Source: an optimization exercise on an open RTL-to-GDS flow (aim: small area and a short achievable clock period). Production flows keep margins and buffers that such runs may drop.
Only the layout flow was run in this run; the RTL was not checked for function there.
Power is estimated from default activity; no workload was simulated.

File: config.mk
export PLATFORM = sky130hd
export DESIGN_NAME = DLX_top
export DESIGN_NICKNAME = DLX_top
export VERILOG_FILES = /design/flow/design.v
export SDC_FILE = /design/flow/constraint.sdc
export NUM_CORES = 4
export LEC_CHECK = 0
export CAP_MARGIN = 20
export CORE_MARGIN = 2
export CORE_UTILIZATION = 40
export SETUP_SLACK_MARGIN = 2.5
export SLEW_MARGIN = 20
File: constraint.sdc
create_clock -name core_clock -period 4.5 [get_ports {clk}]
set_input_delay 0.9000 -clock core_clock [delete_from_list [all_inputs] [get_ports {clk}]]
set_output_delay 0.9000 -clock core_clock [all_outputs]
set_load 0.01 [all_outputs]
File: design.v
`timescale 1ns / 1ps
module stage1(
input logic clk, rst,
input logic enable_ex,
input logic [31:0] src1, src2, imm,
input logic [6:0] control_in,
input logic [31:0] mem_data_read_in,
output logic mem_data_wr_en,
output logic [31:0] mem_data_write_out,
output logic [31:0] p_q, g_q,
output logic [4:0] n_q,
output logic cin_q, hadd_q, fill_q, shr_q, shl_q, upd_a_q,
output logic [1:0] cmode_q       
    );
logic [2:0] operation, opselect;
logic immp_regn;
assign {operation, immp_regn, opselect} = control_in;
assign mem_data_write_out = src2;
assign mem_data_wr_en = (opselect == 3'b100) && immp_regn;
logic [31:0] a, a_rev;
for (genvar i = 0; i < 32; i++) begin : g_rev
    assign a_rev[i] = a[31-i];
end
assign a = src1;
logic arith, memrd, shift, issue;
assign issue = enable_ex & ~rst;
assign arith = (opselect == 3'b001);
assign memrd = (opselect == 3'b101) && immp_regn;
assign shift = (opselect == 3'b000);
logic [31:0] bm, b;
assign bm = memrd ? mem_data_read_in : immp_regn ? imm : src2;
logic lhg;
assign lhg = arith && (operation == 3'b111);
assign b = {lhg ? bm[15:0] : bm[31:16], bm[15:0]};
logic shl_op;
assign shl_op = shift & ~operation[1];
logic [31:0] x;
assign x = shl_op ? a_rev : a ^ {32{operation[1]}};
logic [3:0] t_lo, t_mid, t_hi;
logic addop;
logic cin, hadd, fill, shr, shl, upd_a;
logic [1:0] cmode;
always_comb begin
    t_lo = 4'b0000;
    addop = 1'b0;
    cin = 1'b0;
    hadd = 1'b0;
    fill = 1'b0;
    shr = 1'b0;
    shl = 1'b0;
    upd_a = 1'b0;
    cmode = 2'd0;
    if (arith) begin
        upd_a = 1'b1;
        case (operation)
            3'b000:  begin t_lo = 4'b0110; addop = 1'b1; cmode = 2'd2; end
            3'b010:  begin t_lo = 4'b0110; addop = 1'b1; cin = 1'b1; cmode = 2'd2; end   
            3'b001: begin t_lo = 4'b0110; addop = 1'b1; hadd = 1'b1; cmode = 2'd3; end
            3'b011:  begin t_lo = 4'b0101; cmode = 2'd1; end
            3'b100:  t_lo = 4'b1000;
            3'b101:   t_lo = 4'b1110;
            3'b110:  t_lo = 4'b1001;                    
            default: begin t_lo = 4'b0000; cmode = 2'd1; end
        endcase
    end else if (memrd) begin
        upd_a = (operation != 3'b011);
        cmode = upd_a ? 2'd1 : 2'd0;
        t_lo = 4'b1010;
    end else if (shift) begin
        upd_a = ~operation[2];
        shl = ~operation[1];
        shr = operation[1];
        fill = operation[0] & operation[1] & a[31];
        t_lo = operation[1] ? 4'b0011 : 4'b1100;  
    end
    t_mid = t_lo;
    t_hi = t_lo;
    if (lhg) t_hi = 4'b1010;
    if (memrd) begin
        if (operation[1:0] == 2'b00) t_mid = {4{~operation[2] & bm[7]}};
        if (operation[1] == 1'b0) t_hi = {4{~operation[2] & (operation[0] ? bm[15] : bm[7])}};
    end
    if (!issue) begin
        upd_a = 1'b0;
        cmode = 2'd0;
    end
end
logic [31:0] p, g;
for (genvar i = 0; i < 32; i++) begin : g_p
    if (i < 8) assign p[i] = t_lo[{x[i], b[i]}];
    else if (i < 16) assign p[i] = t_mid[{x[i], b[i]}];
    else assign p[i] = t_hi[{x[i], b[i]}];
end
assign g = addop ? x & b : 32'b0;
always_ff@(posedge clk) begin
    p_q <= p;
    g_q <= g;
    n_q <= imm[2] ? src2[4:0] : imm[10:6];
    cin_q <= cin;
    hadd_q <= hadd;
    fill_q <= fill;
    shr_q <= shr;
    shl_q <= shl;
    upd_a_q <= upd_a;
    cmode_q <= cmode;
end
endmodule
`timescale 1ns / 1ps
module stage2(
input logic clk, rst,
input logic [31:0] p, g,
input logic [4:0] n,
input logic cin, hadd, fill, shr, shl, upd_a,
input logic [1:0] cmode,
output logic [31:0] aluout,
output logic carry
);
logic [32:0] pp, gg, c;
always_comb begin
    pp = {p, 1'b0};
    gg = {g, cin};
    for (int l = 0; l < 6; l++)
        for (int i = 0; i < 33; i++)
            if ((i >> l) & 1) begin
                gg[i] = pp[i] ? gg[((i >> l) << l) - 1] : gg[i];
                pp[i] = pp[i] & pp[((i >> l) << l) - 1];
            end
    c = gg;
end
logic [31:0] sum, sh, sh_rev, res;
assign sum = p ^ c[31:0];
logic [3:0] s0, s1;
assign s0 = 4'b1 << n[1:0];
assign s1 = 4'b1 << n[3:2];
logic [34:0] e0;
logic [43:0] e1;
logic [31:0] l0, l1;
assign e0 = {{3{fill}}, p};
always_comb for (int i = 0; i < 32; i++)
    l0[i] = (s0[0] & e0[i]) | (s0[1] & e0[i+1]) | (s0[2] & e0[i+2]) | (s0[3] & e0[i+3]);
assign e1 = {{12{fill}}, l0};
always_comb for (int i = 0; i < 32; i++)
    l1[i] = (s1[0] & e1[i]) | (s1[1] & e1[i+4]) | (s1[2] & e1[i+8]) | (s1[3] & e1[i+12]);
assign sh = n[4] ? {{16{fill}}, l1[31:16]} : l1;
for (genvar i = 0; i < 32; i++) begin : g_rev
    assign sh_rev[i] = sh[31-i];
end
always_comb begin
    if (shr) res = sh;
    else if (shl) res = sh_rev;
    else if (hadd) res = {{16{sum[15]}}, sum[15:0]};
    else res = sum;
end
logic cres;
always_comb begin
    case (cmode)
        2'd0: cres = carry;
        2'd1: cres = 1'b0;
        2'd2: cres = p[31] ^ c[32];
        default: cres = c[16];
    endcase
end
always_ff@(posedge clk) begin
    if (rst) begin
        aluout <= 32'b0;
        carry <= 1'b0;
    end else begin
        if (upd_a) aluout <= res;
        carry <= cres;
    end
end
endmodule
`timescale 1ns / 1ps
module DLX_top(
input logic clk, rst,
input logic enable_ex,
input logic [31:0] src1, src2, imm,
input logic [6:0] control_in,
input logic [31:0] mem_data_read_in,
output logic mem_data_wr_en,
output logic [31:0] mem_data_write_out,
output logic [31:0]aluout,
output logic carry
);
logic [31:0] p, g;
logic [4:0] n;
logic cin, hadd, fill, shr, shl, upd_a;
logic [1:0] cmode;
stage1 s1(clk, rst, enable_ex, src1, src2, imm, control_in, mem_data_read_in,
          mem_data_wr_en, mem_data_write_out,
          p, g, n, cin, hadd, fill, shr, shl, upd_a, cmode);
stage2 uut(clk, rst, p, g, n, cin, hadd, fill, shr, shl, upd_a, cmode, aluout, carry);
endmodule
File: flow/run.sh
#!/bin/bash
# The standard layout, with plain buffers (not delay cells) on the ports.
set -euo pipefail
bash standard.sh "BUFFER_PORTS_ARGS=-buffer_cell sky130_fd_sc_hd__buf_1" finish > standard.log 2>&1
File: standard.sh
#!/bin/bash
# synth_recipe.tcl (not shown) runs the flow's synth.tcl, then flattens the netlist and writes it again
# the make line also repeats each setting of config.mk as NAME=value (left out here)
make -C /OpenROAD-flow-scripts/flow DESIGN_CONFIG=/design/flow/config.mk WORK_HOME=/design/flow/orfs CLKGATE_MAP_FILE= SYNTH_SCRIPT=/design/flow/synth_recipe.tcl "${@:-finish}"
==> results.sh <==
export IMPL_finalNonFillerCells=1775
export IMPL_synth_area_sq_um=9790
export IMPL_rsz0062_at_grt="yes"
export IMPL_core_area_sq_um=24200
export IMPL_numPortBuffers=203
export IMPL_placementRows=57
export IMPL_insertedDiodeCount=0
export IMPL_area_growth_pct=50.4
export IMPL_synth_nets=1305
export IMPL_first_iter_violations=948
export IMPL_dp_cells=1575
export IMPL_worst_slack_ns=1.96
export IMPL_gr_total_overflow=0
export IMPL_place_gp_congestion=0.993
export IMPL_cts_sinks=110
export IMPL_hold_path_class="flip-flop to flip-flop"
export IMPL_multi_input_area_sq_um=8360
export IMPL_peakVddDrop_v=0.000197
export IMPL_synth_seq_area_share_pct=22.5
export IMPL_outcome="no timing/DRC/antenna violations"
export IMPL_antenna_found_initial=0
export IMPL_grt_pass1_wl_microns=58400
export IMPL_p_per_area_nw_per_um2=237
export IMPL_p_leak_nw=5.68
export IMPL_synth_ff_type="dfxtp_1"
export IMPL_synth_edff_count=0
export IMPL_crit_type="flip-flop to flip-flop"
export IMPL_grt_max_degree=49
export IMPL_ys_seq_elements=110
export IMPL_wire_per_inst_microns=22.7
export IMPL_drc=0
export IMPL_globalRouteTotalUtil_pct=29.1
export IMPL_cap_violations=0
export IMPL_fillers=1890
export IMPL_ctsHtreeMaxLevel=3
export IMPL_cts_buffers=9
export IMPL_drt_total_wl_microns=40200
export IMPL_dp_slack_ns=0.874
export IMPL_cp_start_kind="flip-flop"
export IMPL_synth_async_reset_ratio_pct=0
export IMPL_fmax_ghz=0.393
export IMPL_worstSetupEndpointType="flip-flop"
export IMPL_setup_tns_ns=0
export IMPL_dr_pass1_iters=6
export IMPL_die_h_microns=160
export IMPL_syn_area_per_cell_sq_um=8.40
export IMPL_netlist_cell_type_count=86
export IMPL_grt_pass1_vias=10100
export IMPL_cts_tree="done"
export IMPL_final_cell_mix="buf_1, buf_4, nand2_1"
export IMPL_synth_cells=1165
export IMPL_root_buffer="clkbuf_16"
export IMPL_num_vias=10800
export IMPL_worstPathRequired_ns=4.77
export IMPL_drv_slew=0
export IMPL_maxSlewHeadroom_pct=32.8
export IMPL_finalHoldViolations=0
export IMPL_worst_slew_pin_transition_ns=1.01
export IMPL_hold_buffers=0
export IMPL_final_common_cell="buf_1"
export IMPL_avgViaCountPerCell=6.08
export IMPL_arrival_ns=2.81
export IMPL_start_util_pct=40.5
export IMPL_finalCritPeriodShare_pct=56.5
export IMPL_regArea_sq_um=2280
export IMPL_die_area_sq_um=25700
export IMPL_yosys_warnings=2
export IMPL_drive_gt1_share_pct=44.4
export IMPL_die_w_microns=160
export IMPL_clkLatencyLatePin_ns=0.37
export IMPL_nets=1586
export IMPL_ioPinCount=204
export IMPL_cp_max_fo=4
export IMPL_final_setup_skew_ns=0.0155
export IMPL_finalSetupViolCount=0
export IMPL_ant_nets=0
export IMPL_clkTransAtPathRegs_ns=0.09
export IMPL_dp_hpwl_microns=26700
export IMPL_cts_buffer_depth=2
export IMPL_fin_crit_ns=2.54
-- routing by layer --
layer	routed length [microns]	part of all wire (%)	vias to the layer above	GRT usage [%]
li1	-	-	4861	-
met1	15900	40	5162	36.6
met2	19400	48	611	48.6
met4	2390	5.9	0	16.4
met3	2550	6.3	158	3.36
met5	0	0	-	0
-- report_power, final --
group          total (mW)  internal (mW)  switching, mW
registers            1.16           1.04          0.128
clock network       0.778          0.384          0.394
logic                1.54          0.752          0.793
-- logic make-up (layout without fill, tap and decap cells) --
group	count (synthesis)	in the layout	share of synthesized area, %
xor gates and xnor gates	33	33	3.03
DFF	110	110	22.5
AOI/OAI and AO/OA	335	338	22.2
muxes	190	190	26.7
and+or+nand+nor	335	336	16.5
adders and majority gates	2	2	0.256
buffers and inverters	160	442	8.83
-- synth_stat cells, types with 18 or more instances --
library cell,number,area share (%)
o211ai_1,36,2.8
clkbuf_1,62,2.4
a211oi_1,23,1.8
xor2_1,18,1.6
o21ai_1,19,0.97
mux2_2,63,7.2
dfxtp_1,110,23
mux2i_1,73,7.5
o21ai_0,102,5.2
buf_4,38,2.9
nor3_1,30,1.5
a21oi_1,77,3.9
buf_2,20,1.0
nor2_1,88,3.4
nand2_1,112,4.3
mux4_2,41,9.4
inv_1,20,0.77
-- final cells by class --
class	instances	share of cell area (%)
Clock buffer	9	1.53
Sequential cell	110	15.5
Inverter	21	0.561
Timing Repair Buffer	405	22.4
Multi-Input combinational cell	899	56.8
Tap cell	324	2.75
Clock inverter	7	0.408
-- path summary, 6_finish.rpt --
check | from | to | slack (ns) | depth (start not counted)
min reg2reg | uut.aluout[1] | uut.aluout[1] | 0.44 | 2
min | uut.aluout[1] | uut.aluout[1] | 0.44 | 2
max | s1.n_q[0] | uut.aluout[25] | 1.96 | 10
max reg2reg | s1.n_q[0] | uut.aluout[25] | 1.96 | 10
-- metrics by stage --
| stage | hold WS [ns] | instance area (sq um) | total power, mW | utilization (%) |
|---|---|---|---|---|
| 3_5_place_dp | 0.444 | 10800 | 2.24 | 44.6 |
| 2_1_floorplan | 0.471 | 10400 | 1.96 | - |
| 3_3_place_gp | 0.435 | 10800 | 2.23 | 44.6 |
| 6_report | 0.445 | 14700 | 3.49 | 60.9 |
| 4_1_cts | 0.454 | 13700 | 3.30 | 56.6 |
| 5_1_grt | 0.494 | 14700 | 3.61 | 60.9 |
-- sequential cells by signal (all words and copies together) (netlist names) --
signal	cells
s1.n_q	5
s1.p_q	32
s1.g_q	32
s1.shl_q	1
s1.upd_a_q	1
uut.carry	1
s1.fill_q	1
s1.shr_q	1
s1.hadd_q	1
s1.cin_q	1
s1.cmode_q	2
uut.aluout	32
-- critical path, stage by stage (launching register included) --
cell and delay [ns]:
dfxtp_4 0.39, buf_12 0.13, buf_8 0.11, mux4_2 0.54, mux2_4 0.30, nand3b_1 0.08
o21ai_1 0.07, a211o_1 0.30, o21ai_2 0.17, a31oi_1 0.06, a32o_1 0.29
-- repair_timing --
item,CTS,global route
endpoints found under the hold margin,0,0
buffers inserted,123,45
endpoints found under the setup margin,133,130
gates cloned,12,4
resized for setup,359,158
pin swaps,67,54

[afterwards: timing with drivers on the ports]
How much do the figures lean on ideal ports? The routed layout below was timed once more, with nothing changed but the port constraints.
Step 1: set_driving_cell puts a clkbuf_16 on clk and a buf_2 on each other input, an assumption about the parent block.
Step 2 adds t to the input delays and takes it off the output delays; t is the mean of the earliest and latest rising clock arrival at the registers after step 1. Input paths then give back, and output paths get back, about the clock's delay inside the block.
a / b / c = ideal / step 1 / step 2; a / b = the first two.
t (ns): 0.403
setup slack, ns: 1.958 / 1.958 / 1.647
worst setup path at the end: input to register
worst slew at a driven data input, ns: 0.06
cell pins on the clock port's net: 1
After both steps setup and hold are still met in this run. The setup slack of this run moves by 0.000 ns with the drivers and by -0.311 ns with both steps.
